Context: an optimization exercise on an open-source flow, tuned for a short achievable clock period and few clock cycles. The choices shown serve that exercise and are no tape-out recipe.
RTL that was checked went through simulation tests only; none was proved equivalent to the original.
For run 1, only the layout was checked, not whether the RTL still works.
Power figures rest on the tool's default switching activity, not on a simulated workload.

<file path="design/flow/flow/run.sh">
#!/bin/bash
# The standard layout, with timing repair aiming well past the design's
# clock period (setup margin), so that the achieved period is as short as
# the design allows. The constraints are the design's own.
set -euo pipefail
MARGIN=$(cat flow/margin.txt)
bash standard.sh SETUP_SLACK_MARGIN=$MARGIN finish > standard_flow.log 2>&1
</file>
<file path="design/flow/config.mk">
export PLATFORM = sky130hd
export DESIGN_NAME = top_proc
export DESIGN_NICKNAME = top_proc
export VERILOG_FILES = /design/flow/design.v
export SDC_FILE = /design/flow/constraint.sdc
export NUM_CORES = 4
export LEC_CHECK = 0
export ABC_CLOCK_PERIOD_IN_PS = 3000
export CAP_MARGIN = 20
export CORE_MARGIN = 2
export CORE_UTILIZATION = 60
export CTS_CLUSTER_DIAMETER = 200
export CTS_CLUSTER_SIZE = 20
export PLACE_DENSITY = 0.72
export SLEW_MARGIN = 20
export SYNTH_HIERARCHICAL = 1
</file>
<file path="design/flow/design.v">
`timescale 1ns/1ps
module alu (output wire [31:0] result,
            output wire [31:0] aresult,
            output wire [31:0] wresult,
            input wire [31:0] op1,
            input wire [31:0] op2,
            input wire        cin,
            input wire [31:0] sop1,
            input wire [4:0]  shamt,
            input wire        arith,
            input wire [6:0]  sel,
            input wire [6:0]  asel,      
            input wire [6:0]  wsel);     
  wire [32:0] sum1 = {op1, 1'b1} + {op2, cin};
  wire [31:0] sum = sum1[32:1];
  wire lt = (op1[31] == op2[31]) ? op1[31] : sum[31];
  wire [31:0] sll = sop1 << shamt;
  wire [32:0] sr_in = {arith & sop1[31], sop1};
  wire [32:0] sr_out = $signed(sr_in) >>> shamt;
  wire [31:0] t_xor = op1 ^ op2;
  wire [31:0] t_or  = op1 | op2;
  wire [31:0] t_and = op1 & op2;
  wire [31:0] t_srx = sr_out[31:0];
  assign result = ({32{sel[0]}} & sum)
                | ({32{sel[1]}} & {31'b0, lt})
                | ({32{sel[2]}} & t_xor)
                | ({32{sel[3]}} & t_or)
                | ({32{sel[4]}} & t_and)
                | ({32{sel[5]}} & sll)
                | ({32{sel[6]}} & t_srx);
  assign aresult = ({32{asel[0]}} & sum)
                 | ({32{asel[1]}} & {31'b0, lt})
                 | ({32{asel[2]}} & t_xor)
                 | ({32{asel[3]}} & t_or)
                 | ({32{asel[4]}} & t_and)
                 | ({32{asel[5]}} & sll)
                 | ({32{asel[6]}} & t_srx);
  assign wresult = ({32{wsel[0]}} & sum)
                 | ({32{wsel[1]}} & {31'b0, lt})
                 | ({32{wsel[2]}} & t_xor)
                 | ({32{wsel[3]}} & t_or)
                 | ({32{wsel[4]}} & t_and)
                 | ({32{wsel[5]}} & sll)
                 | ({32{wsel[6]}} & t_srx);
endmodule
`timescale 1ns/1ps
module regfile (output wire [31:0] readData1,
                output wire [31:0] readData2,
                input wire clk,
                input wire [4:0] readReg1,
                input wire [4:0] readReg2,
                input wire [4:0] writeReg,
                input wire [31:0] writeData,
                input wire write);
  reg [31:0] registers [1:31];
  always @(posedge clk)
    if (write && writeReg != 5'd0)
      registers[writeReg] <= writeData;
  assign readData1 = (readReg1 == 5'd0) ? 32'b0 : registers[readReg1];
  assign readData2 = (readReg2 == 5'd0) ? 32'b0 : registers[readReg2];
endmodule
`timescale 1ns/1ps
module datapath #(parameter [31:0] INITIAL_PC = 32'h00400000)
  (output wire [31:0] PC,
   output wire [31:0] dAddress,
   output wire [31:0] dWriteData,
   output wire MemRead,
   output wire MemWrite,
   input wire clk,
   input wire rst,
   input wire [31:0] instr,
   input wire [31:0] dReadData);
  localparam [6:0] OP_R   = 7'b0110011,
                   OP_I   = 7'b0010011,
                   OP_LW  = 7'b0000011,
                   OP_SW  = 7'b0100011,
                   OP_BEQ = 7'b1100011;
  reg [31:2] pc_out;     
  reg [31:2] pcn_f;      
  wire [31:2] pc_f = ~pcn_f;
  assign PC = {pc_out, 2'b00};
  reg [31:0] rf1_e, rf2_e, imm_e;
  reg        s1m_e, s1w_e, s1r_e;           
  reg        s2m_e, s2w_e, s2r_e, s2i_e;    
  reg        s2mp_e, s2mn_e, s2wp_e, s2wn_e, s2rp_e, s2rn_e;   
  reg        h1m_e, h1w_e, h1r_e, h2m_e, h2w_e, h2r_e, h2i_e;
  reg        c1m_e, c1w_e, c1r_e, c2m_e, c2w_e, c2r_e;
  reg        d2m_e, d2w_e, d2r_e;
  reg        sub_e, arith_e;
  reg [6:0]  sel_e, asel_e, wsel_e;
  reg [4:0]  rd_e;
  reg        we_e;       
  reg        lw_e;       
  reg        ld_e;       
  reg        st_e;       
  reg        br_e;       
  reg        pred_e;     
  reg        rp_e;       
  reg [31:2] pc_e;       
  reg [31:0] res_m;      
  reg [31:0] addr_m;     
  reg [31:0] rwd_m;      
  reg [31:0] sd_m;
  reg [4:0]  rd_m;
  reg        we_m;       
  reg        lw_m;       
  reg        ld_m, st_m;
  reg [31:0] wb_w;       
  wire [6:0] opc  = instr[6:0];
  wire [2:0] f3   = instr[14:12];
  wire       f7b5 = instr[30];
  wire [4:0] rs1  = instr[19:15];
  wire [4:0] rs2  = instr[24:20];
  wire [4:0] rd   = instr[11:7];
  wire is_r   = (opc == OP_R);
  wire is_i   = (opc == OP_I);
  wire is_lw  = (opc == OP_LW);
  wire is_sw  = (opc == OP_SW);
  wire is_beq = (opc == OP_BEQ);
  wire is_alu = is_r | is_i;
  wire [31:0] imm_i = {{20{instr[31]}}, instr[31:20]};
  wire [31:0] imm_s = {{20{instr[31]}}, instr[31:25], instr[11:7]};
  wire [31:0] imm_b = {{20{instr[31]}}, instr[7], instr[30:25], instr[11:8], 1'b0};
  wire use1 = is_alu | is_lw | is_sw | is_beq;
  wire use2 = is_r | is_sw | is_beq;
  wire op_add = (is_alu & f3 == 3'b000 & ~(is_r & f7b5)) | is_lw | is_sw;
  wire op_sub = is_r & f3 == 3'b000 & f7b5;
  wire op_slt = is_alu & f3 == 3'b010;
  wire op_xor = is_alu & f3 == 3'b100;
  wire op_or  = is_alu & f3 == 3'b110;
  wire op_and = is_alu & f3 == 3'b111;
  wire op_sll = is_alu & f3 == 3'b001;
  wire op_sr  = is_alu & f3 == 3'b101;
  wire inv2   = op_sub | op_slt;    
  wire is_sh  = op_sll | op_sr;
  wire [31:0] wb_m = lw_m ? dReadData : rwd_m;
  wire [31:0] rf1, rf2;
  regfile regfile_inst (
    .readData1(rf1), .readData2(rf2), .clk(clk),
    .readReg1(rs1), .readReg2(rs2),
    .writeReg(rd_m), .writeData(wb_m), .write(we_m));
  wire hitE1 = we_e & (rd_e == rs1);    
  wire hitE2 = we_e & (rd_e == rs2);
  wire hitM1 = we_m & (rd_m == rs1);    
  wire hitM2 = we_m & (rd_m == rs2);
  wire [31:0] op1, op2, sop1, cmp1, cmp2, sd;
  wire [4:0]  shamt;
  opmux #(32) op1_mux (.y(op1), .a(res_m), .b(wb_w), .c(rf1_e), .d(32'b0),
                       .sa(s1m_e), .sb(s1w_e), .sc(s1r_e), .sd(1'b0));
  opmux_pn op2_mux (.y(op2), .a(res_m), .b(wb_w), .c(rf2_e), .d(imm_e),
                    .sap(s2mp_e), .san(s2mn_e), .sbp(s2wp_e), .sbn(s2wn_e),
                    .scp(s2rp_e), .scn(s2rn_e), .sd(s2i_e));
  opmux #(32) sop1_mux (.y(sop1), .a(res_m), .b(wb_w), .c(rf1_e), .d(32'b0),
                        .sa(h1m_e), .sb(h1w_e), .sc(h1r_e), .sd(1'b0));
  opmux #(5) shamt_mux (.y(shamt), .a(res_m[4:0]), .b(wb_w[4:0]), .c(rf2_e[4:0]), .d(imm_e[4:0]),
                        .sa(h2m_e), .sb(h2w_e), .sc(h2r_e), .sd(h2i_e));
  opmux #(32) cmp1_mux (.y(cmp1), .a(res_m), .b(wb_w), .c(rf1_e), .d(32'b0),
                        .sa(c1m_e), .sb(c1w_e), .sc(c1r_e), .sd(1'b0));
  opmux #(32) cmp2_mux (.y(cmp2), .a(res_m), .b(wb_w), .c(rf2_e), .d(32'b0),
                        .sa(c2m_e), .sb(c2w_e), .sc(c2r_e), .sd(1'b0));
  opmux #(32) sd_mux (.y(sd), .a(res_m), .b(wb_w), .c(rf2_e), .d(32'b0),
                      .sa(d2m_e), .sb(d2w_e), .sc(d2r_e), .sd(1'b0));
  wire [31:0] alu_e, alu_a, alu_w;
  alu alu_inst (.result(alu_e), .aresult(alu_a), .wresult(alu_w),
                .op1(op1), .op2(op2), .cin(sub_e),
                .sop1(sop1), .shamt(shamt), .arith(arith_e), .sel(sel_e),
                .asel(asel_e), .wsel(wsel_e));
  wire eq_e = (cmp1 == cmp2);
  wire mispred = br_e & (eq_e ^ pred_e);
  wire dep = lw_e & (((rd_e == rs1) & use1) | ((rd_e == rs2) & use2));
  wire redo = rp_e;
  wire        near  = (instr[30:26] == {5{instr[31]}}) & (instr[7] == instr[31]);
  wire        pred  = ((rs1 == rs2) | instr[31]) & near;
  wire [31:2] alt_e = pred_e ? pc_e + 30'd1 : pc_e + imm_e[31:2];
  wire [31:7] hi_p, hi_m;
  wire [31:2] npc_run;
  pc_early #(.INITIAL_PC(INITIAL_PC)) pc_early_inst (
    .pc(pc_f), .pcn(pcn_f), .alt(redo ? pc_e : alt_e), .redirect(mispred | redo), .rst(rst),
    .hi_p(hi_p), .hi_m(hi_m), .npc_run(npc_run));
  wire [31:2] npc;
  pc_late pc_late_inst (
    .instr(instr), .pc(pc_f), .hi_p(hi_p), .hi_m(hi_m),
    .npc_run(npc_run), .kill(mispred | redo | rst), .npc(npc));
  always @(posedge clk) begin
    pc_out <= npc;
    pcn_f  <= ~npc;
  end
  wire go = ~mispred & ~redo;
  wire ex = go & ~dep;    
  wire use_imm = is_i | is_lw | is_sw;
  always @(posedge clk) begin
    if (rst) begin
      we_e <= 1'b0; lw_e <= 1'b0; ld_e <= 1'b0; st_e <= 1'b0; br_e <= 1'b0;
      rp_e <= 1'b0;
    end else begin
      we_e <= ex & is_alu & (rd != 5'd0);
      lw_e <= ex & is_lw & (rd != 5'd0);
      ld_e <= ex & is_lw;
      st_e <= ex & is_sw;
      br_e <= ex & is_beq & ((rs1 != rs2) | ~near);
      rp_e <= go & dep;
    end
    rf1_e   <= rf1;
    rf2_e   <= rf2;
    imm_e   <= is_beq ? imm_b : is_sw ? imm_s : op_slt ? ~imm_i : imm_i;
    s1m_e   <= hitE1;
    s1w_e   <= ~hitE1 & hitM1;
    s1r_e   <= ~hitE1 & ~hitM1;
    s2i_e   <= use_imm;
    s2m_e   <= ~use_imm & hitE2;
    s2w_e   <= ~use_imm & ~hitE2 & hitM2;
    s2r_e   <= ~use_imm & ~hitE2 & ~hitM2;
    s2mp_e  <= ~use_imm & hitE2 & ~inv2;
    s2mn_e  <= ~use_imm & hitE2 & inv2;
    s2wp_e  <= ~use_imm & ~hitE2 & hitM2 & ~inv2;
    s2wn_e  <= ~use_imm & ~hitE2 & hitM2 & inv2;
    s2rp_e  <= ~use_imm & ~hitE2 & ~hitM2 & ~inv2;
    s2rn_e  <= ~use_imm & ~hitE2 & ~hitM2 & inv2;
    h1m_e   <= is_sh & hitE1;
    h1w_e   <= is_sh & ~hitE1 & hitM1;
    h1r_e   <= is_sh & ~hitE1 & ~hitM1;
    h2i_e   <= is_sh & use_imm;
    h2m_e   <= is_sh & ~use_imm & hitE2;
    h2w_e   <= is_sh & ~use_imm & ~hitE2 & hitM2;
    h2r_e   <= is_sh & ~use_imm & ~hitE2 & ~hitM2;
    c1m_e   <= is_beq & hitE1;
    c1w_e   <= is_beq & ~hitE1 & hitM1;
    c1r_e   <= is_beq & ~hitE1 & ~hitM1;
    c2m_e   <= is_beq & hitE2;
    c2w_e   <= is_beq & ~hitE2 & hitM2;
    c2r_e   <= is_beq & ~hitE2 & ~hitM2;
    d2m_e   <= is_sw & hitE2;
    d2w_e   <= is_sw & ~hitE2 & hitM2;
    d2r_e   <= is_sw & ~hitE2 & ~hitM2;
    sub_e   <= inv2;
    arith_e <= f7b5;
    sel_e   <= {op_sr, op_sll, op_and, op_or, op_xor, op_slt, op_add | op_sub};
    asel_e  <= {6'b0, is_lw | is_sw};
    wsel_e  <= {op_sr, op_sll, op_and, op_or, op_xor, op_slt, op_add | op_sub} & {7{is_alu}};
    rd_e    <= rd;
    pred_e  <= pred;
    pc_e    <= pc_f;
  end
  always @(posedge clk) begin
    if (rst) begin
      we_m <= 1'b0; lw_m <= 1'b0; ld_m <= 1'b0; st_m <= 1'b0;
    end else begin
      we_m <= we_e | lw_e;
      lw_m <= lw_e;
      ld_m <= ld_e;
      st_m <= st_e;
    end
    res_m  <= alu_e;
    addr_m <= alu_a;
    rwd_m  <= alu_w;
    sd_m   <= sd;
    rd_m   <= rd_e;
    wb_w   <= wb_m;
  end
  assign dAddress   = addr_m;
  assign dWriteData = sd_m;
  assign MemRead    = ld_m;
  assign MemWrite   = st_m;
endmodule
module pc_early #(parameter [31:0] INITIAL_PC = 32'h00400000)
  (input wire [31:2] pc,
   input wire [31:2] pcn,       
   input wire [31:2] alt,
   input wire redirect,         
   input wire rst,
   output wire [31:7] hi_p,
   output wire [31:7] hi_m,
   output wire [31:2] npc_run);
  assign hi_p = pc[31:7] + 25'd1;
  assign hi_m = ~(pcn[31:7] + 25'd1);    
  wire [31:2] next = pc + 30'd1;
  assign npc_run = rst ? INITIAL_PC[31:2] : redirect ? alt : next;
endmodule
module pc_late
  (input wire [31:0] instr,
   input wire [31:2] pc,
   input wire [31:7] hi_p,
   input wire [31:7] hi_m,
   input wire [31:2] npc_run,
   input wire kill,             
   output wire [31:2] npc);
  wire near  = (instr[30:26] == {5{instr[31]}}) & (instr[7] == instr[31]);
  wire taken = (instr[6:0] == 7'b1100011) & ((instr[19:15] == instr[24:20]) | instr[31]) & near;
  wire [6:2] off = {instr[26:25], instr[11:9]};
  wire [7:2] lo  = {1'b0, pc[6:2]} + {1'b0, off};
  wire [31:7] hi_c0 = instr[31] ? hi_m : pc[31:7];
  wire [31:7] hi_c1 = instr[31] ? pc[31:7] : hi_p;
  wire [31:2] tgt = {lo[7] ? hi_c1 : hi_c0, lo[6:2]};
  wire to_tgt = taken & ~kill;
  assign npc = to_tgt ? tgt : npc_run;
endmodule
module opmux #(parameter W = 32)
  (output wire [W-1:0] y,
   input wire [W-1:0] a, b, c, d,
   input wire sa, sb, sc, sd);
  assign y = ({W{sa}} & a) | ({W{sb}} & b) | ({W{sc}} & c) | ({W{sd}} & d);
endmodule
module opmux_pn
  (output wire [31:0] y,
   input wire [31:0] a, b, c, d,
   input wire sap, san, sbp, sbn, scp, scn, sd);
  assign y = ({32{sap}} & a) | ({32{san}} & ~a) | ({32{sbp}} & b) | ({32{sbn}} & ~b)
           | ({32{scp}} & c) | ({32{scn}} & ~c) | ({32{sd}} & d);
endmodule
`timescale 1ns/1ps
module top_proc #(parameter [31:0] INITIAL_PC = 32'h00400000)
  (
    output wire [31:0] PC,             
    output wire [31:0] dAddress,       
    output wire [31:0] dWriteData,     
    output wire MemRead,               
    output wire MemWrite,              
    input wire clk,                    
    input wire rst,                    
    input wire [31:0] instr,           
    input wire [31:0] dReadData);      
  datapath #(.INITIAL_PC(INITIAL_PC)) datapath_inst (
    .PC(PC), .dAddress(dAddress), .dWriteData(dWriteData),
    .MemRead(MemRead), .MemWrite(MemWrite),
    .clk(clk), .rst(rst), .instr(instr), .dReadData(dReadData));
endmodule
</file>
<file path="design/flow/constraint.sdc">
create_clock -name core_clock -period 13.0 [get_ports {clk}]
set_input_delay 2.6000 -clock core_clock [delete_from_list [all_inputs] [get_ports {clk}]]
set_output_delay 2.6000 -clock core_clock [all_outputs]
set_load 0.01 [all_outputs]
</file>
<file path="design/flow/flow/margin.txt">
9.3
</file>
<file path="design/flow/standard.sh">
#!/bin/bash
# synth_recipe.tcl (not shown) runs the flow's synth.tcl, then flattens the netlist and writes it again
# the make line also repeats each setting of config.mk as NAME=value (left out here)
make -C /OpenROAD-flow-scripts/flow DESIGN_CONFIG=/design/flow/config.mk WORK_HOME=/design/flow/orfs CLKGATE_MAP_FILE= SYNTH_SCRIPT=/design/flow/synth_recipe.tcl "${@:-finish}"
</file>
==> qor.txt, run 1 <==
CTS tree: yes
Placed Instance Area: 79100 um^2
first-pass GRT wire length: 407 mm
Critical Path Fanout Max: 7
ys flop type: edfxtp_1
Horiz. Die Dim: 359 um
# rows: 130
antenna violations before repair: 19
count leader, synth: edfxtp_1
Final Cycle Share: 30.0%
count of cell types in the netlist: 99
H-tree Lvls: 3
root buffer cell: clkbuf_16
Congestion Overflow GR: 0
HPWL Detailed: 175 mm
met2 WL: 128 mm
Clk pin slew, worst setup/hold paths: 0.09 ns
WS Path Type: in2reg
pre-CTS WS: 6.88 ns
Avg Inst Size Synth: 12.3 um^2
Final Wtd Congestion: 1.04
number of synthesized flops with an enable pin: 992
Worst setup SP type: primary input
Seq cells post-synth: 1378
Leakage: 31.2 nW
Fillers: 8887
sequential fraction of the synthesis area: 49.5%
WP data arrival: 4.52 ns
Hold WS: 0.402 ns
Skew-Pair Late Insertion Delay: 0.75 ns
input/output buffers: 161
Async SR Flop Fraction: 0%
Layout area overhead: 12.8%
area taken by multi-input logic gates: 36900 um^2
DRC Markers: 0
met3 WL post-DR: 41.5 mm
final wirelength: 289 mm
skew final: 0.0513 ns
number of global-route vias before repair: 56900
I/O pin count: 164
Max IR drop VDD: 143 uV
Initial Util: 60.4%
largest net degree at the start of global routing: 107
worst min path class: reg2reg
switching part of the total: 27.6%
vias: 60100
cell taking the most area after synthesis: edfxtp_1
crit end category: flip-flop
outcome: finished clean
Mapped Area: 75700 um^2
Slew Limit Headroom: 14.5%
Cell Pwr Density: 104 nW/um^2
hold-fix buffers at CTS: 0
min Tclk post-route: 3.90 ns
Die Area: 129000 um^2
ranking of synthesized cells by area: edfxtp_1 39%, mux4_2 12%, dfxtp_1 10%
Clock Sinks: 1378
First DRT Iteration DRCs: 10600
Worst Path Required: 13.62 ns
f_max: 256 MHz
fin nets: 6510
max cap viols: 0
Final Cell Area: 85400 um^2
wire per inst: 35.9 um
Routed Antenna Nets: 0
Hold Violations, Final: 0
M1 WL: 97.0 mm
PnR worst setup slack: 9.10 ns
Max Used Layer: met5
Slew Limit Fails: 0
sw power: 2.46 mW
DR vias/cell: 7.45
Seq pwr share: 54.0%
Non-Filler Instances: 8070
Die H: 359 um
synth cell count leaders: 992 x edfxtp_1, 548 x nand2_1, 456 x mux2i_1
GRT Util Overall: 43.6%
DP Cell Count: 7786
Synth Instances: 6146
final setup violation count: 0
cell internal pwr: 6.44 mW
CTS Buf Count: 78
FF/Latch Area: 37600 um^2
first drt pass iteration count: 10
setup_tns: 0 ns
Core Area: 125000 um^2
clock buffer depth: 3
yosys warns: 8
Comb power frac: 16.1%
clock network fraction of total power: 29.9%
RSZ-0062 raised after global routing: true
layout cells sized above 1: 20.2%
Synth top area share: 39.3%
Tightest Pin Transition: 1.28 ns
## worst max-delay path, stage by stage
cell and delay [ns]:
buf_8 0.10, buf_12 0.13, nor2_4 0.11, nand2_4 0.08, nor4bb_2 0.29, nand4_1 0.23
nor3_4 0.26, buf_6 0.15, buf_12 0.11, buf_16 0.14, mux2_4 0.32
## state kept, by name, summed over array words and instances (netlist names), 3 cells and up
name                                  flops
datapath_inst.sel_e                       3
datapath_inst.wsel_e                      6
datapath_inst.imm_e                      13
datapath_inst.addr_m                     32
datapath_inst.rd_m                        5
datapath_inst.pcn_f                      30
datapath_inst.rwd_m                      32
datapath_inst.rf1_e                      32
datapath_inst.wb_w                       32
datapath_inst.pc_e                       30
datapath_inst.regfile_inst.registers    992
datapath_inst.res_m                      32
datapath_inst.rd_e                        5
datapath_inst.rf2_e                      32
datapath_inst.pc_out                     30
datapath_inst.sd_m                       32
## final cells by class
| type | count | area share, % |
|---|---|---|
| tap | 1650 | 2.42 |
| clock inverter | 6 | 0.154 |
| sequential | 1378 | 44.1 |
| multi-input combinational | 4290 | 43.2 |
| timing repair buffer | 417 | 6.73 |
| antenna | 6 | 0.0176 |
| inverter | 194 | 0.859 |
| clock buffer | 129 | 2.55 |
## per-module statistics from Yosys (local to each module, per instance), a selection
module | cell area, um^2 | cells inside | flops+latches | times used
alu | 9210 | 1307 | 0 | 1
opmux_pn | 1440 | 181 | 0 | 1
regfile | 46500 | 2601 | 992 | 1
pc_late | 1820 | 244 | 0 | 1
## metrics by stage
stage          util, %  total power, mW
3_3_place_gp      63.0             6.07
3_5_place_dp      63.0             6.08
5_1_grt           68.1             9.10
6_report          68.1             8.91
4_1_cts           67.2             8.77
2_1_floorplan        -             5.66
## final timing paths
check,start,end,slack (ns),cells past startpoint
min reg2reg,datapath_inst.rd_e[2],datapath_inst.rd_m[2],0.40,0
min,datapath_inst.rd_e[2],datapath_inst.rd_m[2],0.40,0
max,rst,datapath_inst.pc_out[11],9.10,11
max reg2reg,datapath_inst.c2m_e,datapath_inst.pc_out[11],9.13,17
## placed cells by master (no fill, tap or decap), drive strengths merged, types with 35 or more instances in the layout
cell	n
a21oi	175
mux2i	456
a211oi	40
clkdlybuf4s50	36
ha	82
dfxtp	386
nand2	548
a222oi	64
nand2b	35
edfxtp	992
nand4	115
a22oi	447
clkbuf	144
xnor2	66
nor3	51
nor2	346
nor2b	58
nor4	42
conb	211
buf	320
mux2	115
nand3	133
and2	43
a22o	70
a221o	72
o21ai	189
inv	191
xor2	116
mux4	415
## per-layer routing
layer / vias to the layer above / GRT usage [%]
met4: 12 / 26.9
met2: 5272 / 66.4
met1: 29300 / 55.8
li1: 24300 / -
met3: 1250 / 11.7
met5: - / 0
## what timing repair did
item                                    CTS  global route
endpoints found under the setup margin  348           264
pin swaps                                26            23
resized for setup                       761           196
gates cloned                             55            11
buffers inserted                         55            22
## kinds of logic after synthesis
group | count (synthesis) | synth area share, %
xor+xnor | 182 | 2.11
simple gates | 1508 | 9.56
mux | 986 | 20.2
fa+ha+maj | 85 | 1.43
flops | 1378 | 49.5
buf+inv | 690 | 4.40
other cells | 1 | 0.00495
compound gates | 1316 | 12.7
## power groups by stage
stage,registers [mW],clock network (mW),logic (mW)
3_3_place_gp,4.89,0,1.17
4_1_cts,4.80,2.66,1.32
6_report,4.81,2.66,1.44
5_1_grt,4.81,2.81,1.49
2_1_floorplan,4.85,0,0.815
3_5_place_dp,4.89,0,1.18
==> run 2: changes to the inputs <==
--- a/design/flow/design.v
+++ b/design/flow/design.v
@@ -96,6 +96,7 @@
   reg        br_e;       
   reg        pred_e;     
   reg        rp_e;       
+  reg        add_e;      
   reg [31:2] pc_e;       
   reg [31:0] res_m;      
   reg [31:0] addr_m;     
@@ -166,21 +167,24 @@
                 .sop1(sop1), .shamt(shamt), .arith(arith_e), .sel(sel_e),
                 .asel(asel_e), .wsel(wsel_e));
   wire eq_e = (cmp1 == cmp2);
+  wire zero_e;           
+  sum_zero sum_zero_inst (.z(zero_e), .a(op1), .b(op2));
   wire mispred = br_e & (eq_e ^ pred_e);
   wire dep = lw_e & (((rd_e == rs1) & use1) | ((rd_e == rs2) & use2));
   wire redo = rp_e;
   wire        near  = (instr[30:26] == {5{instr[31]}}) & (instr[7] == instr[31]);
-  wire        pred  = ((rs1 == rs2) | instr[31]) & near;
+  wire        pred;      
   wire [31:2] alt_e = pred_e ? pc_e + 30'd1 : pc_e + imm_e[31:2];
   wire [31:7] hi_p, hi_m;
-  wire [31:2] npc_run;
+  wire [31:2] next, altr;
   pc_early #(.INITIAL_PC(INITIAL_PC)) pc_early_inst (
-    .pc(pc_f), .pcn(pcn_f), .alt(redo ? pc_e : alt_e), .redirect(mispred | redo), .rst(rst),
-    .hi_p(hi_p), .hi_m(hi_m), .npc_run(npc_run));
+    .pc(pc_f), .pcn(pcn_f), .alt(redo ? pc_e : alt_e), .rst(rst),
+    .hi_p(hi_p), .hi_m(hi_m), .next(next), .altr(altr));
   wire [31:2] npc;
   pc_late pc_late_inst (
     .instr(instr), .pc(pc_f), .hi_p(hi_p), .hi_m(hi_m),
-    .npc_run(npc_run), .kill(mispred | redo | rst), .npc(npc));
+    .next(next), .altr(altr), .red(mispred | redo | rst),
+    .rd_e(rd_e), .add_e(add_e), .zero_e(zero_e), .pred(pred), .npc(npc));
   always @(posedge clk) begin
     pc_out <= npc;
     pcn_f  <= ~npc;
@@ -191,7 +195,7 @@
   always @(posedge clk) begin
     if (rst) begin
       we_e <= 1'b0; lw_e <= 1'b0; ld_e <= 1'b0; st_e <= 1'b0; br_e <= 1'b0;
-      rp_e <= 1'b0;
+      rp_e <= 1'b0; add_e <= 1'b0;
     end else begin
       we_e <= ex & is_alu & (rd != 5'd0);
       lw_e <= ex & is_lw & (rd != 5'd0);
@@ -199,6 +203,7 @@
       st_e <= ex & is_sw;
       br_e <= ex & is_beq & ((rs1 != rs2) | ~near);
       rp_e <= go & dep;
+      add_e <= ex & is_alu & (f3 == 3'b000) & ~(is_r & f7b5) & (rd != 5'd0);
     end
     rf1_e   <= rf1;
     rf2_e   <= rf2;
@@ -266,33 +271,41 @@
   (input wire [31:2] pc,
    input wire [31:2] pcn,       
    input wire [31:2] alt,
-   input wire redirect,         
    input wire rst,
    output wire [31:7] hi_p,
    output wire [31:7] hi_m,
-   output wire [31:2] npc_run);
+   output wire [31:2] next,
+   output wire [31:2] altr);
   assign hi_p = pc[31:7] + 25'd1;
   assign hi_m = ~(pcn[31:7] + 25'd1);    
-  wire [31:2] next = pc + 30'd1;
-  assign npc_run = rst ? INITIAL_PC[31:2] : redirect ? alt : next;
+  assign next = pc + 30'd1;
+  assign altr = rst ? INITIAL_PC[31:2] : alt;
 endmodule
 module pc_late
   (input wire [31:0] instr,
    input wire [31:2] pc,
    input wire [31:7] hi_p,
    input wire [31:7] hi_m,
-   input wire [31:2] npc_run,
-   input wire kill,             
+   input wire [31:2] next,
+   input wire [31:2] altr,
+   input wire red,              
+   input wire [4:0] rd_e,       
+   input wire add_e,            
+   input wire zero_e,           
+   output wire pred,            
    output wire [31:2] npc);
   wire near  = (instr[30:26] == {5{instr[31]}}) & (instr[7] == instr[31]);
-  wire taken = (instr[6:0] == 7'b1100011) & ((instr[19:15] == instr[24:20]) | instr[31]) & near;
+  wire [4:0] rs1 = instr[19:15];
+  wire [4:0] rs2 = instr[24:20];
+  wire fused = add_e & (((rs1 == rd_e) & (rs2 == 5'd0)) | ((rs2 == rd_e) & (rs1 == 5'd0)));
+  assign pred = near & (fused ? zero_e : ((rs1 == rs2) | instr[31]));
+  wire taken = (instr[6:0] == 7'b1100011) & pred;
   wire [6:2] off = {instr[26:25], instr[11:9]};
   wire [7:2] lo  = {1'b0, pc[6:2]} + {1'b0, off};
   wire [31:7] hi_c0 = instr[31] ? hi_m : pc[31:7];
   wire [31:7] hi_c1 = instr[31] ? pc[31:7] : hi_p;
   wire [31:2] tgt = {lo[7] ? hi_c1 : hi_c0, lo[6:2]};
-  wire to_tgt = taken & ~kill;
-  assign npc = to_tgt ? tgt : npc_run;
+  assign npc = red ? altr : taken ? tgt : next;
 endmodule
 module opmux #(parameter W = 32)
   (output wire [W-1:0] y,
@@ -307,6 +320,9 @@
   assign y = ({32{sap}} & a) | ({32{san}} & ~a) | ({32{sbp}} & b) | ({32{sbn}} & ~b)
            | ({32{scp}} & c) | ({32{scn}} & ~c) | ({32{sd}} & d);
 endmodule
+module sum_zero (output wire z, input wire [31:0] a, input wire [31:0] b);
+  assign z = &((a ^ b) ~^ {a[30:0] | b[30:0], 1'b0});
+endmodule
 `timescale 1ns/1ps
 module top_proc #(parameter [31:0] INITIAL_PC = 32'h00400000)
   (
==> design/flow/flow/margin.txt (replaced) <==
9.6
--- a/design/flow/config.mk
+++ b/design/flow/config.mk
@@ -8,9 +8,7 @@
 export ABC_CLOCK_PERIOD_IN_PS = 3000
 export CAP_MARGIN = 20
 export CORE_MARGIN = 2
-export CORE_UTILIZATION = 60
-export CTS_CLUSTER_DIAMETER = 200
-export CTS_CLUSTER_SIZE = 20
-export PLACE_DENSITY = 0.72
+export CORE_UTILIZATION = 40
+export PLACE_DENSITY = 0.6
 export SLEW_MARGIN = 20
 export SYNTH_HIERARCHICAL = 1
==> run 2 against run 1 <==
Against the previous run:
- still clean on timing, DRC and antenna
- global-route usage shrank 13 points
- first-iteration DRC count is 14% lower
- core utilization shrank 18 points
- final cell count increased by 17%
- via count grew 2.0%
- clock skew rose by 0.0045 ns
- maximum frequency down 1.4%
- cell area rose by 12%
- die area rose by 51%
- critical endpoint is now datapath_inst.pcn_f[7]
- highest routed layer unchanged
==> qor.txt, run 2 <==
outcome: finished clean
Most flops, register: datapath_inst.regfile_inst.registers
wire per inst: 33.4 um
Layout area overhead: 24.6%
first drt pass iteration count: 11
Async SR Flop Fraction: 0%
number of cells on the worst hold path: 1
DRC Markers: 0
max cap viols: 0
number of global-route vias before repair: 57900
Skew-Pair Late Insertion Delay: 0.85 ns
Horiz. Die Dim: 442 um
skew final: 0.0558 ns
crit end category: flip-flop
R2R cell count: 16
final wirelength: 315 mm
Hold Violations, Final: 0
CP Cell Sequence: buf_16, buf_16, xor2_4, nor4_4, o21ai_2, or3b_4, buf_12, and2_4, buf_12, o31ai_4, inv_1
Leakage: 36.0 nW
max reg flops: 992
Max IR drop VDD: 123 uV
Core Area: 190000 um^2
Hold Path Origin: datapath_inst.st_e
Crit path largest cell delay: 0.48 ns
Routed Antenna Nets: 0
WP data arrival: 4.67 ns
CP startpoint: instr[18]
Initial Util: 40.3%
Seq cells post-synth: 1378
DR vias/cell: 6.50
first-pass GRT wire length: 434 mm
Min-Delay Endpoint: datapath_inst.st_m
synth cell count leaders: 992 x edfxtp_1, 541 x nand2_1, 535 x mux2i_1
Clock Sinks: 1378
f_max: 252 MHz
number of synthesized flops with an enable pin: 992
Avg Inst Size Synth: 12.3 um^2
Critical-path top delay cell: or3b_4
Slew Limit Fails: 0
Final Cycle Share: 30.5%
root buffer cell: clkbuf_16
cell taking the most area after synthesis: edfxtp_1
ys flop type: edfxtp_1
final setup violation count: 0
First DRT Iteration DRCs: 9091
reg2reg setup slack: 9.07 ns
ranking of synthesized cells by area: edfxtp_1 39%, mux4_2 11%, dfxtp_1 10%
largest net degree at the start of global routing: 74
Final Wtd Congestion: 0.966
WS Path Type: in2reg
Reg2Reg Launch Point: datapath_inst.res_m[23]
Worst Path Buf+Inv: 5
CTS tree: yes
worst min path class: reg2reg
antenna violations before repair: 35
HPWL Detailed: 185 mm
sequential fraction of the synthesis area: 48.9%
most frequent cells in the layout: 992 x edfxtp_1, 517 x mux2i_1, 509 x nand2_1
Crit Reg-Reg Endpoint: datapath_inst.pc_out[11]
Worst setup SP type: primary input
Slew Limit Headroom: 25.4%
min Tclk post-route: 3.96 ns
Finished Core Util: 50.2%
clock buffer depth: 3
Clk pin slew, worst setup/hold paths: 0.06 ns
input/output buffers: 161
RSZ-0062 raised after global routing: true
fin nets: 6979
GRT Util Overall: 30.7%
Mapped Area: 76700 um^2
Synth Instances: 6253
Critical Path Fanout Max: 7
Die Area: 195000 um^2
layout cells sized above 1: 27.2%
most common cell after layout, fill and taps aside: edfxtp_1
count of cell types in the netlist: 98
Cell Pwr Density: 133 nW/um^2
CTS Buf Count: 152
Worst Path Required: 13.71 ns
# rows: 160
I/O pin count: 164
yosys warns: 8
vias: 61300
Die H: 442 um
setup_tns: 0 ns
H-tree Lvls: 4
Synth top area share: 38.8%
Tightest Pin Transition: 1.12 ns
count leader, synth: edfxtp_1
family with the most delay on the worst path: simple AND/OR/NAND/NOR gates
Congestion Overflow GR: 0
-- run 2: cell count changes after synthesis, sizes merged, moves of 50 or more --
cell / before / now
xnor2: 66 / 159
nor2: 345 / 259
mux2i: 456 / 536
inv: 190 / 263
nor2b: 58 / 109
ha: 82 / 132
-- run 2: kinds of logic after synthesis --
| group | count (synthesis) | share of synthesized area (%) |
|---|---|---|
| compound gates | 1375 | 13.2 |
| xor+xnor | 234 | 2.67 |
| fa+ha+maj | 135 | 2.23 |
| buf+inv | 747 | 4.60 |
| flops | 1378 | 48.9 |
| mux | 1039 | 20.1 |
| other cells | 1 | 0.00489 |
| simple gates | 1344 | 8.35 |
-- run 2: per-module statistics from Yosys (local to each module, per instance), excerpt --
module / times used / cells / area, um^2 / flip-flops and latches
regfile: 1 / 2601 / 46500 / 992
alu: 1 / 1306 / 8940 / 0
pc_late: 1 / 254 / 2060 / 0
sum_zero: 1 / 136 / 973 / 0
opmux_pn: 1 / 181 / 1440 / 0
-- run 2: layout make-up --
type	count	area (um^2)
antenna	17	42.5
clock buffer	192	4120
clock inverter	92	951
fill	16100	94800
inverter	268	1010
multi-input combinational	4338	39400
sequential	1378	37800
tap	2511	3140
timing repair buffer	640	9080
-- run 2: worst max-delay path by stage --
stage / to / slack (ns) / cells after the start
finish: datapath_inst.pcn_f[7] / 9.04 / 11
global route: datapath_inst.pcn_f[7] / 9.01 / 11
CTS: PC[15] / 9.04 / 1
detailed placement: datapath_inst.rf1_e[28] / 6.61 / 8
global placement: datapath_inst.rf1_e[28] / 6.60 / 8
floorplan: datapath_inst.pcn_f[9] / 8.58 / 10
-- run 2: repair_timing --
action	CTS	global route
hold buffers	0	0
setup endpoints to repair	465	496
gates cloned	86	22
gates resized for setup	1146	320
pin swaps	176	141
setup buffers	184	83
-- run 2: layer usage --
metal / GRT usage (%) / share of wire, %
met1: 39.4 / 36
met5: 0 / 0.012
met4: 19.0 / 7.8
met3: 6.08 / 11
met2: 47.8 / 45
-- run 2: through the flow --
stage                     cells  hold slack, ns  worst slack (ns)  cell area, um^2  power [mW]
after floorplan            6456           0.414              8.58            78600        6.79
after global placement     8760           0.443              6.60            81500        7.53
after detailed placement   8760           0.452              6.61            81500        7.55
after CTS                  9314           0.472              9.04            93100        12.5
after global routing       9430           0.481              9.01            95500        13.1
final                      9436           0.461              9.04            95600        12.7
-- run 2: power breakdown --
part	total (mW)	internal [mW]	switching, mW
clock	4.43	2.53	1.91
combinational	3.20	1.44	1.77
sequential	5.05	4.84	0.216
total	12.7	8.80	3.89
Testbench counts of run 2, summed over its fixed seeds: cycles 16,470.
==> run 3: changes to the inputs <==
==> design/flow/flow/margin.txt (replaced) <==
9.3
==> run 3 against run 2 <==
Against the previous run:
- via count is 2.1% lower
- sequential share of layout area is 1.5 points higher
- sequential power hardly changed
- critical path type unchanged
==> qor.txt, run 3 <==
outcome: finished clean
Synth Area in XOR/XNOR: 2.67%
fin nets: 6832
number of synthesized flops with an enable pin: 992
GRT Util Overall: 30.0%
Congestion Overflow GR: 0
Routed Antenna Nets: 0
pre-CTS WS: 6.67 ns
Die Area: 195000 um^2
Final Wtd Congestion: 0.956
Clk pin slew, worst setup/hold paths: 0.06 ns
worst min path class: reg2reg
Leakage: 34.6 nW
post-synthesis adder-cell area fraction: 2.23%
Clock Sinks: 1378
wire per inst: 32.7 um
Worst setup SP type: primary input
mux share of post-synthesis cell area: 20.1%
PnR worst setup slack: 9.07 ns
DR vias/cell: 6.47
first-pass GRT wire length: 424 mm
I/O pin count: 164
met2 Use GR: 46.4%
crit end category: flip-flop
Most flops, register: datapath_inst.regfile_inst.registers
ranking of synthesized cells by area: edfxtp_1 39%, mux4_2 11%, dfxtp_1 10%
GR peak layer: met2
Seq cells post-synth: 1378
HPWL Detailed: 184 mm
min Tclk post-route: 3.93 ns
DRC Markers: 0
setup_tns: 0 ns
Final Cycle Share: 30.2%
first drt pass iteration count: 12
Max IR drop VDD: 137 uV
synth cell count leaders: 992 x edfxtp_1, 541 x nand2_1, 535 x mux2i_1
Synth Instances: 6253
met1 global-route usage: 40.0%
Synth Area in Simple Gates: 8.35%
skew final: 0.0789 ns
Synth Area in Compound Gates: 13.2%
WP data arrival: 4.62 ns
Mapped Area: 76700 um^2
Hold Violations, Final: 0
Cell Pwr Density: 136 nW/um^2
Skew-Pair Late Insertion Delay: 0.87 ns
Slew Limit Headroom: 21.7%
count leader, synth: edfxtp_1
layout cells sized above 1: 23.5%
Fillers: 16400
max cap viols: 0
First DRT Iteration DRCs: 9131
final setup violation count: 0
area taken by multi-input logic gates: 38400 um^2
max reg flops: 992
CTS Buf Count: 155
number of global-route vias before repair: 56900
most frequent cells in the layout: 992 x edfxtp_1, 525 x nand2_1, 524 x mux2i_1
main combinational cell family by area after synthesis: multiplexers
FF/Latch Area: 37700 um^2
Synth top area share: 38.8%
# rows: 160
Layout area overhead: 19.9%
Avg Inst Size Synth: 12.3 um^2
Tightest Pin Transition: 1.17 ns
count of cell types in the netlist: 98
most common cell after layout, fill and taps aside: edfxtp_1
Initial Util: 40.3%
input/output buffers: 161
root buffer cell: clkbuf_16
Die H: 442 um
clock buffer depth: 3
Critical Path Fanout Max: 14
final wirelength: 303 mm
hold-fix buffers at CTS: 0
yosys warns: 8
WS Path Type: in2reg
ys flop type: edfxtp_1
Horiz. Die Dim: 442 um
vias: 60100
f_max: 255 MHz
antenna violations before repair: 24
CTS tree: yes
sequential fraction of the synthesis area: 48.9%
Slew Limit Fails: 0
largest net degree at the start of global routing: 74
cell taking the most area after synthesis: edfxtp_1
GR Util met3: 5.73%
RSZ-0062 raised after global routing: true
H-tree Lvls: 4
Worst Path Required: 13.69 ns
Core Area: 190000 um^2
Async SR Flop Fraction: 0%
[run 3: cells by family after synthesis]
logic type                 count (synthesis)
DFF                                     1378
other                                      1
AOI/OAI and AO/OA                       1375
and+or+nand+nor                         1344
adders and majority gates                135
buffers and inverters                    747
xor gates and xnor gates                 234
muxes                                   1039
[run 3: layer usage]
layer	part of all wire [%]	vias to the layer above
met3	11	793
met1	38	30200
met4	6.3	2
li1	-	25000
met5	0.0043	-
met2	45	4057
[run 3: per-module statistics from Yosys (local to each module, per instance), a selection]
module	cells	copies in the design	area [um^2]
alu	1306	1	8940
opmux_pn	181	1	1440
pc_late	254	1	2060
regfile	2601	1	46500
sum_zero	136	1	973
[run 3: worst max-delay path, stage by stage]
cell and delay [ns]:
buf_6 0.09, buf_12 0.14, xor2_2 0.19, nor4_4 0.36
o21ai_2 0.13, or2_4 0.29, buf_12 0.18, and2_4 0.18
buf_12 0.15, o31ai_4 0.18, inv_1 0.07
[run 3: power by group]
| group | internal, mW | total [mW] | switching [mW] |
|---|---|---|---|
| Sequential | 4.84 | 5.05 | 0.211 |
| Combinational | 1.31 | 2.98 | 1.68 |
| Clock | 2.53 | 4.47 | 1.94 |
[run 3: path summary, 6_finish.rpt]
kind                      startpoint  cells after the start  slack [ns]                 endpoint
max reg2reg  datapath_inst.rf2_e[26]                     16        9.15  datapath_inst.pcn_f[28]
max                        instr[24]                     11        9.07  datapath_inst.pcn_f[28]
min               datapath_inst.st_e                      1        0.44       datapath_inst.st_m
min reg2reg       datapath_inst.st_e                      1        0.44       datapath_inst.st_m
[run 3: timing repair]
| item | in CTS | in global routing |
|---|---|---|
| cloned | 53 | 4 |
| gates resized for setup | 912 | 213 |
| hold endpoints to repair | 0 | 0 |
| pin swaps | 51 | 67 |
| setup buffers | 99 | 59 |
| endpoints found under the setup margin | 336 | 252 |
[run 3: layout make-up]
cell class / instances / share of cell area (%)
Tap cell: 2511 / 3.42
Antenna cell: 10 / 0.0272
Multi-Input combinational cell: 4336 / 41.8
Inverter: 268 / 1.10
Clock buffer: 200 / 4.59
Sequential cell: 1378 / 41.0
Timing Repair Buffer: 492 / 7.01
Clock inverter: 83 / 1.05
[run 3: stage by stage]
stage	instance area, um^2	hold slack, ns	util (%)	power (mW)	std cells
3_3_place_gp	81500	0.432	42.8	7.53	8770
6_report	92000	0.438	48.3	12.5	9278
2_1_floorplan	78600	0.414	-	6.79	6456
5_1_grt	92000	0.462	48.3	12.9	9275
4_1_cts	90500	0.441	47.5	12.3	9205
3_5_place_dp	81500	0.434	42.8	7.56	8770
==> run 4: changes to the inputs <==
--- a/design/flow/config.mk
+++ b/design/flow/config.mk
@@ -9,6 +9,8 @@
 export CAP_MARGIN = 20
 export CORE_MARGIN = 2
 export CORE_UTILIZATION = 40
+export CTS_CLUSTER_DIAMETER = 100
+export CTS_CLUSTER_SIZE = 18
 export PLACE_DENSITY = 0.6
 export SLEW_MARGIN = 20
 export SYNTH_HIERARCHICAL = 1
==> run 4 against run 3 <==
Against the previous run:
- still clean
- core utilization decreased by 1.2 points
- die area unchanged
- sequential share of layout area is 0.98 points higher
- count of clock-buffer cells in the layout shrank 51
- critical path type unchanged
==> qor.txt, run 4 <==
outcome: finished clean
number of synthesized flops with an enable pin: 992
Max Used Layer: met5
Core Area: 190000 um^2
crit end category: flip-flop
count leader, synth: edfxtp_1
largest net degree at the start of global routing: 74
ys flop type: edfxtp_1
Leakage: 33.4 nW
worst min path class: reg2reg
I/O pin count: 164
met3 WL post-DR: 34.1 mm
reg2reg setup slack: 9.02 ns
Slew Limit Fails: 0
Seq cells post-synth: 1378
number of cells on the worst hold path: 1
Synth Instances: 6253
Tightest Pin Transition: 1.21 ns
min Tclk post-route: 4.06 ns
vias: 60000
met2 WL: 138 mm
Horiz. Die Dim: 442 um
Die Area: 195000 um^2
Worst Path Required: 13.61 ns
Crit Reg-Reg Endpoint: datapath_inst.pcn_f[15]
family with the most delay on the worst path: simple AND/OR/NAND/NOR gates
Fillers: 16600
Final Cycle Share: 31.2%
first drt pass iteration count: 12
f_max: 247 MHz
final wirelength: 305 mm
Worst setup SP type: primary input
ranking of synthesized cells by area: edfxtp_1 39%, mux4_2 11%, dfxtp_1 10%
Congestion Overflow GR: 0
Reg2Reg Launch Point: datapath_inst.rf1_e[28]
HPWL Detailed: 184 mm
GRT Util Overall: 29.9%
first-pass GRT wire length: 422 mm
Initial Util: 40.3%
count of cell types in the netlist: 98
Min-Delay Endpoint: datapath_inst.st_m
final setup violation count: 0
DP Cell Count: 8770
clock buffer depth: 3
R2R cell count: 15
Clk pin slew, worst setup/hold paths: 0.08 ns
max cap viols: 0
Critical-path top delay cell: or3b_4
most common cell after layout, fill and taps aside: edfxtp_1
layout cells sized above 1: 21.9%
Synth top area share: 38.8%
# rows: 160
most frequent cells in the layout: 992 x edfxtp_1, 527 x nand2_1, 523 x mux2i_1
Die H: 442 um
H-tree Lvls: 3
WP data arrival: 4.67 ns
DR vias/cell: 6.54
WS Path Type: in2reg
synth cell count leaders: 992 x edfxtp_1, 541 x nand2_1, 535 x mux2i_1
hold-fix buffers at CTS: 0
max reg flops: 992
Avg Inst Size Synth: 12.3 um^2
Cell Pwr Density: 123 nW/um^2
Critical Path Fanout Max: 8
Clock Sinks: 1378
Layout area overhead: 17.0%
fin nets: 6775
DRC Markers: 0
skew final: 0.0539 ns
Slew Limit Headroom: 19.0%
Routed Antenna Nets: 0
M1 WL: 114 mm
root buffer cell: clkbuf_16
First DRT Iteration DRCs: 9249
wire per inst: 33.3 um
Max IR drop VDD: 105 uV
CP Cell Sequence: clkdlybuf4s15_2, nand2_2, nor3_4, nand2_2, or3b_4, buf_4, buf_16, a32oi_4, o31ai_4
input/output buffers: 161
CTS Buf Count: 92
Non-Filler Instances: 9169
Hold Violations, Final: 0
antenna violations before repair: 29
Skew-Pair Late Insertion Delay: 0.78 ns
Worst Path Buf+Inv: 3
Final Wtd Congestion: 0.956
Crit path largest cell delay: 0.43 ns
sequential fraction of the synthesis area: 48.9%
Most flops, register: datapath_inst.regfile_inst.registers
Top cell by count, worst path: nand2_2
cell taking the most area after synthesis: edfxtp_1
CTS tree: yes
yosys warns: 8
setup_tns: 0 ns
Async SR Flop Fraction: 0%
Hold Path Origin: datapath_inst.st_e
number of global-route vias before repair: 56200
RSZ-0062 raised after global routing: true
Mapped Area: 76700 um^2
## run 4: power breakdown
group	switching, mW	internal [mW]
Clock	1.61	1.42
Sequential	0.207	4.83
Combinational	1.67	1.25
## run 4: metrics by stage
stage / setup slack, ns / cell area (um^2) / util (%) / total power [mW] / hold WS (ns)
after detailed placement: 6.67 / 81500 / 42.8 / 7.56 / 0.434
after global routing: 8.93 / 89700 / 47.1 / 11.4 / 0.476
after global placement: 6.72 / 81500 / 42.8 / 7.53 / 0.432
final: 8.94 / 89800 / 47.1 / 11.0 / 0.458
after CTS: 9.06 / 88200 / 46.3 / 10.8 / 0.464
after floorplan: 8.58 / 78600 / - / 6.79 / 0.414
## run 4: worst max path at each step
stage,startpoint,to,slack [ns],depth (start not counted)
floorplan,instr[10],datapath_inst.pcn_f[9],8.58,10
global placement,instr[16],datapath_inst.rf1_e[18],6.72,7
detailed placement,instr[16],datapath_inst.rf1_e[23],6.67,7
CTS,instr[5],datapath_inst.pc_out[22],9.06,8
global route,instr[21],datapath_inst.pcn_f[15],8.93,10
finish,instr[5],datapath_inst.pc_out[22],8.94,9
## run 4: routing by layer
metal / GRT usage [%] / up-vias
met5: 0 / -
met4: 16.2 / 8
met3: 5.05 / 806
met2: 46.5 / 4213
met1: 39.9 / 30100
li1: - / 24800
## run 4: cell families (layout without fill, tap and decap cells)
kind of cell / count (synthesis) / count (layout) / share of synthesized area [%]
adder cells (fa/ha/maj): 135 / 135 / 2.23
AO/OA/AOI/OAI: 1375 / 1377 / 13.2
AND/OR/NAND/NOR: 1344 / 1348 / 8.35
other: 1 / 218 / 0.00489
flip-flops: 1378 / 1378 / 48.9
XOR/XNOR: 234 / 234 / 2.67
buffers and inverters: 747 / 929 / 4.60
multiplexers: 1039 / 1039 / 20.1
## run 4: cell type report
type / instances / area (um^2) / share of cell area [%]
multi-input cells: 4337 / 38400 / 42.8
clock buffers: 149 / 2570 / 2.86
clock inverters: 15 / 250 / 0.279
diodes: 14 / 35.0 / 0.0390
inverters: 268 / 1010 / 1.13
well taps: 2511 / 3140 / 3.50
flip-flops and latches: 1378 / 37700 / 42.0
repair buffers: 497 / 6660 / 7.42
## run 4: worst register-to-register path, cell delays in order (launching register included)
cell and delay, ns:
dfxtp_1 0.79, a22oi_1 0.22, nand2_1 0.18, inv_1 0.06, ha_1 0.30, xnor2_1 0.20, nor4_1 0.46, nand2_1 0.18
nor4_4 0.17, buf_4 0.21, nand3_1 0.08, or2_4 0.27, buf_12 0.17, and2_4 0.24, o31ai_4 0.28, inv_1 0.06
## run 4: repair_timing
action	in CTS	in global routing
gates cloned	54	16
pin swaps	77	70
gates resized for setup	877	206
setup buffers	86	65
endpoints found under the setup margin	346	315
## run 4: Yosys stat by module, one instance, submodules excluded, excerpt
module / cell area [um^2] / cells / flip-flops and latches
regfile: 46500 / 2601 / 992
alu: 8940 / 1306 / 0
pc_late: 2060 / 254 / 0
opmux_pn: 1440 / 181 / 0
sum_zero: 973 / 136 / 0
==> run 5: changes to the inputs <==
--- a/design/flow/design.v
+++ b/design/flow/design.v
@@ -170,6 +170,12 @@
   wire zero_e;           
   sum_zero sum_zero_inst (.z(zero_e), .a(op1), .b(op2));
   wire mispred = br_e & (eq_e ^ pred_e);
+  reg        mp_r;
+  reg [31:2] alt_r;
+  always @(posedge clk) begin
+    mp_r  <= ~rst & mispred;
+    alt_r <= alt_e;
+  end
   wire dep = lw_e & (((rd_e == rs1) & use1) | ((rd_e == rs2) & use2));
   wire redo = rp_e;
   wire        near  = (instr[30:26] == {5{instr[31]}}) & (instr[7] == instr[31]);
@@ -178,18 +184,19 @@
   wire [31:7] hi_p, hi_m;
   wire [31:2] next, altr;
   pc_early #(.INITIAL_PC(INITIAL_PC)) pc_early_inst (
-    .pc(pc_f), .pcn(pcn_f), .alt(redo ? pc_e : alt_e), .rst(rst),
+    .pc(pc_f), .pcn(pcn_f), .alt(redo ? pc_e : alt_r), .rst(rst),
     .hi_p(hi_p), .hi_m(hi_m), .next(next), .altr(altr));
   wire [31:2] npc;
-  pc_late pc_late_inst (
+  pc_late #(.LO(2), .HI(31)) pc_late_inst (
     .instr(instr), .pc(pc_f), .hi_p(hi_p), .hi_m(hi_m),
-    .next(next), .altr(altr), .red(mispred | redo | rst),
-    .rd_e(rd_e), .add_e(add_e), .zero_e(zero_e), .pred(pred), .npc(npc));
+    .next(next), .altr(altr), .red(mp_r | redo | rst),
+    .rd_e(rd_e), .add_e(add_e), .zero_e(zero_e), .npc(npc));
+  pc_pred pc_pred_inst (.taken(pred), .instr(instr), .rd_e(rd_e), .add_e(add_e), .zero_e(zero_e));
   always @(posedge clk) begin
     pc_out <= npc;
     pcn_f  <= ~npc;
   end
-  wire go = ~mispred & ~redo;
+  wire go = ~mispred & ~mp_r & ~redo;
   wire ex = go & ~dep;    
   wire use_imm = is_i | is_lw | is_sw;
   always @(posedge clk) begin
@@ -281,7 +288,7 @@
   assign next = pc + 30'd1;
   assign altr = rst ? INITIAL_PC[31:2] : alt;
 endmodule
-module pc_late
+module pc_late #(parameter LO = 2, parameter HI = 31)
   (input wire [31:0] instr,
    input wire [31:2] pc,
    input wire [31:7] hi_p,
@@ -292,20 +299,34 @@
    input wire [4:0] rd_e,       
    input wire add_e,            
    input wire zero_e,           
-   output wire pred,            
-   output wire [31:2] npc);
-  wire near  = (instr[30:26] == {5{instr[31]}}) & (instr[7] == instr[31]);
-  wire [4:0] rs1 = instr[19:15];
-  wire [4:0] rs2 = instr[24:20];
-  wire fused = add_e & (((rs1 == rd_e) & (rs2 == 5'd0)) | ((rs2 == rd_e) & (rs1 == 5'd0)));
-  assign pred = near & (fused ? zero_e : ((rs1 == rs2) | instr[31]));
-  wire taken = (instr[6:0] == 7'b1100011) & pred;
+   output wire [HI:LO] npc);
+  wire taken;
+  pc_pred pc_pred_inst (.taken(taken), .instr(instr), .rd_e(rd_e), .add_e(add_e), .zero_e(zero_e));
   wire [6:2] off = {instr[26:25], instr[11:9]};
   wire [7:2] lo  = {1'b0, pc[6:2]} + {1'b0, off};
   wire [31:7] hi_c0 = instr[31] ? hi_m : pc[31:7];
   wire [31:7] hi_c1 = instr[31] ? pc[31:7] : hi_p;
   wire [31:2] tgt = {lo[7] ? hi_c1 : hi_c0, lo[6:2]};
-  assign npc = red ? altr : taken ? tgt : next;
+  pc_mux #(.W(HI - LO + 1)) pc_mux_inst (
+    .y(npc), .red(red), .taken(taken), .a(altr[HI:LO]), .b(tgt[HI:LO]), .c(next[HI:LO]));
+endmodule
+module pc_mux #(parameter W = 1)
+  (output wire [W-1:0] y, input wire red, input wire taken,
+   input wire [W-1:0] a, input wire [W-1:0] b, input wire [W-1:0] c);
+  assign y = red ? a : taken ? b : c;
+endmodule
+module pc_pred
+  (output wire taken,
+   input wire [31:0] instr,
+   input wire [4:0] rd_e,
+   input wire add_e,
+   input wire zero_e);
+  wire beq  = (instr[6:0] == 7'b1100011);
+  wire near = (instr[30:26] == {5{instr[31]}}) & (instr[7] == instr[31]);
+  wire [4:0] rs1 = instr[19:15];
+  wire [4:0] rs2 = instr[24:20];
+  wire fused = add_e & (((rs1 == rd_e) & (rs2 == 5'd0)) | ((rs2 == rd_e) & (rs1 == 5'd0)));
+  assign taken = beq & near & ((fused & zero_e) | (~fused & ((rs1 == rs2) | instr[31])));
 endmodule
 module opmux #(parameter W = 32)
   (output wire [W-1:0] y,
--- a/design/flow/config.mk
+++ b/design/flow/config.mk
@@ -9,8 +9,6 @@
 export CAP_MARGIN = 20
 export CORE_MARGIN = 2
 export CORE_UTILIZATION = 40
-export CTS_CLUSTER_DIAMETER = 100
-export CTS_CLUSTER_SIZE = 18
 export PLACE_DENSITY = 0.6
 export SLEW_MARGIN = 20
 export SYNTH_HIERARCHICAL = 1
==> run 5 against run 4 <==
Against the previous run:
- cell area increased by 2.5%
- still clean
- critical path depth stayed put
- setup slack better by 0.12 ns
- critical path type unchanged
==> qor.txt, run 5 <==
DR vias/cell: 6.45
Critical Path Fanout Max: 8
Tightest Pin Transition: 1.19 ns
Final Cycle Share: 30.3%
Cell Pwr Density: 130 nW/um^2
most frequent cells in the layout: 992 x edfxtp_1, 556 x nand2_1, 501 x mux2i_1
count of cell types in the netlist: 103
vias: 60600
Hold Violations, Final: 0
Die Area: 198000 um^2
Slew Limit Headroom: 19.9%
ys flop type: edfxtp_1
cell internal pwr: 8.54 mW
RSZ-0062 raised after global routing: true
Initial Util: 40.3%
yosys warns: 8
GRT Util Overall: 30.3%
clock network fraction of total power: 38.4%
Most flops, register: datapath_inst.regfile_inst.registers
first drt pass iteration count: 10
max reg flops: 992
# rows: 161
Worst Path Required: 13.67 ns
max cap viols: 0
Seq pwr share: 42.7%
Avg Inst Size Synth: 12.2 um^2
clock buffer depth: 3
number of global-route vias before repair: 57500
min Tclk post-route: 3.93 ns
input/output buffers: 161
sequential fraction of the synthesis area: 49.0%
largest net degree at the start of global routing: 97
Fillers: 16900
CTS tree: yes
fin nets: 6916
Mapped Area: 77900 um^2
met1 global-route usage: 38.7%
GR Util met3: 6.58%
Worst Path Buf+Inv: 3
WP data arrival: 4.60 ns
Synth Instances: 6360
ranking of synthesized cells by area: edfxtp_1 38%, mux4_2 11%, dfxtp_1 11%
Horiz. Die Dim: 445 um
family with the most delay on the worst path: buffers and inverters
reg2reg setup slack: 9.15 ns
first-pass GRT wire length: 430 mm
Seq cells post-synth: 1409
CTS Buf Count: 157
Clk pin slew, worst setup/hold paths: 0.06 ns
Clock Sinks: 1409
CP Cell Sequence: clkdlybuf4s15_2, nand3b_1, nor4_4, o21ai_2, a221oi_4, buf_12, buf_16, mux2i_2, o21ai_2
wire per inst: 33.1 um
synth cell count leaders: 992 x edfxtp_1, 570 x nand2_1, 511 x mux2i_1
DRC Markers: 0
Core Area: 193000 um^2
WS Path Type: in2reg
GR peak layer: met2
hold-fix buffers at CTS: 0
cell taking the most area after synthesis: edfxtp_1
Async SR Flop Fraction: 0%
Congestion Overflow GR: 0
Max IR drop VDD: 153 uV
switching part of the total: 28.7%
Leakage: 34.7 nW
I/O pin count: 164
HPWL Detailed: 186 mm
worst min path class: reg2reg
root buffer cell: clkbuf_16
Slew Limit Fails: 0
Die H: 445 um
number of synthesized flops with an enable pin: 992
Crit path largest cell delay: 0.38 ns
Critical Path End: datapath_inst.pc_out[30]
antenna violations before repair: 26
final setup violation count: 0
most common cell after layout, fill and taps aside: edfxtp_1
Skew-Pair Late Insertion Delay: 0.84 ns
Routed Antenna Nets: 0
final wirelength: 311 mm
Finished Core Util: 47.7%
CP startpoint: instr[5]
critical path depth: 9
Layout area overhead: 18.1%
f_max: 254 MHz
skew final: 0.0564 ns
Hold Path Origin: datapath_inst.st_e
layout cells sized above 1: 21.9%
Synth top area share: 38.3%
outcome: finished clean
First DRT Iteration DRCs: 8665
Top cell by count, worst path: o21ai_2
met2 Use GR: 47.5%
Comb power frac: 18.9%
Reg2Reg Launch Point: datapath_inst.rf2_e[30]
setup_tns: 0 ns
sw power: 3.44 mW
Crit Reg-Reg Endpoint: datapath_inst.pc_out[30]
R2R cell count: 15
Worst setup SP type: primary input
crit end category: flip-flop
count leader, synth: edfxtp_1
Final Wtd Congestion: 0.954
Critical-path top delay cell: nor4_4
H-tree Lvls: 4
-- run 5: worst register-to-register path: cells and delay by family, from the launching register on --
family / cells / cell delay (ns)
simple gates: 5 / 1.04
mux: 2 / 0.56
fa+ha+maj: 1 / 0.23
flops: 1 / 0.67
xor+xnor: 1 / 0.17
compound gates: 2 / 0.35
buf+inv: 4 / 0.67
-- run 5: stage by stage --
stage,setup slack [ns],cell area [um^2],std cells,total power [mW],hold slack [ns]
2_1_floorplan,8.82,79400,6563,6.52,0.414
3_3_place_gp,6.50,82200,8874,7.13,0.462
3_5_place_dp,6.47,82200,8874,7.14,0.462
4_1_cts,9.04,90400,9289,11.9,0.483
5_1_grt,9.05,92000,9379,12.4,0.484
6_report,9.07,92000,9383,12.0,0.476
-- run 5: cell families after synthesis --
family | after synthesis | share of synthesized area [%]
adders and majority gates | 135 | 2.20
DFF | 1409 | 49.0
buffers and inverters | 754 | 4.67
xor gates and xnor gates | 259 | 2.92
and+or+nand+nor | 1456 | 9.17
other | 1 | 0.00482
AOI/OAI and AO/OA | 1328 | 12.6
muxes | 1018 | 19.5
-- run 5: cell type report --
class                      instances  area [um^2]  area share (%)
sequential                      1409        38300            41.6
multi-input combinational       4402        37900            41.1
timing repair buffer             479         6340            6.89
clock buffer                     216         4390            4.78
tap                             2526         3160            3.44
inverter                         266         1010            1.10
clock inverter                    77          920            1.00
antenna                            8         20.0          0.0218
-- run 5: Yosys stat by module (local to each module, per instance), a selection --
| module | copies in the design | flip-flops and latches | cells |
|---|---|---|---|
| opmux_pn | 1 | 0 | 181 |
| alu | 1 | 0 | 1306 |
| pc_pred | 2 | 0 | 38 |
| sum_zero | 1 | 0 | 136 |
| regfile | 1 | 992 | 2601 |
-- run 5: per-layer routing --
metal | wire length [um] | part of all wire (%)
met1 | 115000 | 37
met2 | 141000 | 45
met3 | 34600 | 11
met4 | 20300 | 6.5
met5 | 103 | 0.033
-- run 5: worst min-delay path by stage --
stage | to | cells past startpoint
detailed placement | datapath_inst.pc_e[5] | 1
floorplan | datapath_inst.ld_m | 1
CTS | datapath_inst.st_m | 1
finish | datapath_inst.st_m | 1
global route | datapath_inst.st_m | 1
global placement | datapath_inst.pc_e[6] | 1
-- run 5: repair_timing --
item / in CTS / in global routing
pin swaps: 33 / 58
cloned: 51 / 16
gates resized for setup: 722 / 187
endpoints found under the setup margin: 352 / 254
setup buffers: 71 / 70
-- run 5: power by group through the flow --
stage / sequential, mW / clock [mW] / combinational [mW]
floorplan: 5.13 / 0 / 1.39
global placement: 5.19 / 0 / 1.93
detailed placement: 5.19 / 0 / 1.95
CTS: 5.11 / 4.64 / 2.12
global route: 5.13 / 4.82 / 2.40
finish: 5.12 / 4.60 / 2.26
Testbench counts of run 5, summed over its fixed seeds: cycles 16,524.
==> run 6: changes to the inputs <==
--- a/design/flow/config.mk
+++ b/design/flow/config.mk
@@ -9,6 +9,8 @@
 export CAP_MARGIN = 20
 export CORE_MARGIN = 2
 export CORE_UTILIZATION = 40
+export CTS_CLUSTER_DIAMETER = 100
+export CTS_CLUSTER_SIZE = 18
 export PLACE_DENSITY = 0.6
 export SLEW_MARGIN = 20
 export SYNTH_HIERARCHICAL = 1
==> run 6 against run 5 <==
Against the previous run:
- largest cell class unchanged
- combinational power about the same
- global-route usage decreased by 0.27 points
- synthesized cell count unchanged
==> qor.txt, run 6 <==
outcome: finished clean
clock buffer depth: 3
count of cell types in the netlist: 103
Async SR Flop Fraction: 0%
First DRT Iteration DRCs: 8621
worst min path class: reg2reg
Seq cells post-synth: 1409
Congestion Overflow GR: 0
most common cell after layout, fill and taps aside: edfxtp_1
ranking of synthesized cells by area: edfxtp_1 38%, mux4_2 11%, dfxtp_1 11%
Hold WS: 0.487 ns
H-tree Lvls: 3
final setup violation count: 0
Synth Instances: 6360
layout cells sized above 1: 20.6%
hold-fix buffers at CTS: 0
max cap viols: 0
sequential fraction of the synthesis area: 49.0%
most frequent cells in the layout: 992 x edfxtp_1, 557 x nand2_1, 495 x mux2i_1
Reg2Reg Launch Point: datapath_inst.rf2_e[30]
HPWL Detailed: 186 mm
number of synthesized flops with an enable pin: 992
Tightest Pin Transition: 1.21 ns
WP data arrival: 4.56 ns
Synth top area share: 38.3%
Worst setup SP type: primary input
first-pass GRT wire length: 427 mm
# rows: 161
crit end category: flip-flop
Clk pin slew, worst setup/hold paths: 0.08 ns
Worst Path Required: 13.61 ns
vias: 60200
I/O pin count: 164
synth cell count leaders: 992 x edfxtp_1, 570 x nand2_1, 511 x mux2i_1
min Tclk post-route: 3.96 ns
Leakage: 33.5 nW
antenna violations before repair: 21
CTS Buf Count: 91
DRC Markers: 0
Routed Antenna Nets: 0
f_max: 253 MHz
Slew Limit Headroom: 18.5%
Most flops, register: datapath_inst.regfile_inst.registers
Skew-Pair Late Insertion Delay: 0.77 ns
ys flop type: edfxtp_1
root buffer cell: clkbuf_16
Finished Core Util: 46.4%
max reg flops: 992
reg2reg setup slack: 9.13 ns
Avg Inst Size Synth: 12.2 um^2
Layout area overhead: 15.0%
number of global-route vias before repair: 56700
GRT Util Overall: 30.0%
Power Total: 10.3 mW
Final Cycle Share: 30.4%
Clock Sinks: 1409
Mapped Area: 77900 um^2
Core Area: 193000 um^2
Max IR drop VDD: 102 uV
Cell Pwr Density: 115 nW/um^2
Slew Limit Fails: 0
final wirelength: 310 mm
wire per inst: 33.5 um
Die H: 445 um
RSZ-0062 raised after global routing: true
fin nets: 6863
Die Area: 198000 um^2
input/output buffers: 161
WS Path Type: in2reg
Horiz. Die Dim: 445 um
first drt pass iteration count: 9
## run 6: cell counts after synthesis
Identical to the previous run, type by type.
## run 6: cell families after synthesis
| group | count (synthesis) | synth area share (%) |
|---|---|---|
| flip-flops | 1409 | 49.0 |
| adder cells (fa/ha/maj) | 135 | 2.20 |
| AO/OA/AOI/OAI | 1328 | 12.6 |
| buffers and inverters | 754 | 4.67 |
| multiplexers | 1018 | 19.5 |
| AND/OR/NAND/NOR | 1456 | 9.17 |
| XOR/XNOR | 259 | 2.92 |
| other | 1 | 0.00482 |
## run 6: how the worst max path moves through the flow
stage / to / start / slack [ns]
6_report: datapath_inst.pcn_f[29] / instr[4] / 9.04
5_1_grt: datapath_inst.pcn_f[29] / instr[21] / 9.00
4_1_cts: datapath_inst.pc_out[17] / instr[29] / 9.10
3_5_place_dp: datapath_inst.rf1_e[25] / instr[16] / 6.47
3_3_place_gp: datapath_inst.rf1_e[29] / instr[16] / 6.50
2_1_floorplan: datapath_inst.pc_out[10] / instr[28] / 8.82
## run 6: where the power goes
part,leakage (nW),switching (mW),internal [mW]
sequential,13.2,0.180,4.93
combinational,19.0,1.31,0.940
clock,1.28,1.61,1.36
## run 6: worst max-delay path, cell delays in order
cell      delay [ns]
buf_6           0.13
nand3b_1        0.20
nor4_4          0.49
o21ai_2         0.17
a221oi_4        0.25
buf_12          0.19
buf_16          0.17
mux2i_1         0.09
o21ai_1         0.22
inv_1           0.06
## run 6: per-module statistics from Yosys, one instance, submodules excluded, a selection
| module | area (um^2) | flip-flops and latches |
|---|---|---|
| opmux_pn | 1440 | 0 |
| sum_zero | 973 | 0 |
| alu | 8940 | 0 |
| regfile | 46500 | 992 |
| pc_pred | 305 | 0 |
## run 6: stage by stage
| step | setup slack, ns | cell area [um^2] | instances |
|---|---|---|---|
| floorplan | 8.82 | 79400 | 6563 |
| global placement | 6.50 | 82200 | 8874 |
| detailed placement | 6.47 | 82200 | 8874 |
| CTS | 9.10 | 87700 | 9164 |
| global route | 9.00 | 89500 | 9260 |
| finish | 9.04 | 89500 | 9262 |
## run 6: per-layer routing
metal / wire (um) / track usage (%) / vias up
met5: 46 / 0 / -
met4: 19200 / 16.9 / 8
met3: 34600 / 6.68 / 808
met2: 141000 / 47.1 / 3955
met1: 115000 / 38.3 / 30400
li1: - / - / 25000
## run 6: layout make-up
| type | count | area [um^2] |
|---|---|---|
| sequential | 1409 | 38300 |
| antenna | 6 | 15.0 |
| fill | 17200 | 103000 |
| clock inverter | 14 | 174 |
| multi-input combinational | 4402 | 37900 |
| inverter | 266 | 1010 |
| timing repair buffer | 492 | 6440 |
| tap | 2526 | 3160 |
| clock buffer | 147 | 2500 |
## run 6: what timing repair did
item,in CTS,in global routing
gates cloned,49,17
gates resized for setup,718,229
pin swaps,40,59
setup endpoints to repair,353,271
buffers inserted,80,75

Check on run 6: ideal ports give 9.044 ns setup slack; a clkbuf_16 on the clock port and buf_2 on the inputs give 8.941 ns; moving port delays by the midpoint clock arrival (0.828 ns) as well gives 8.113 ns.
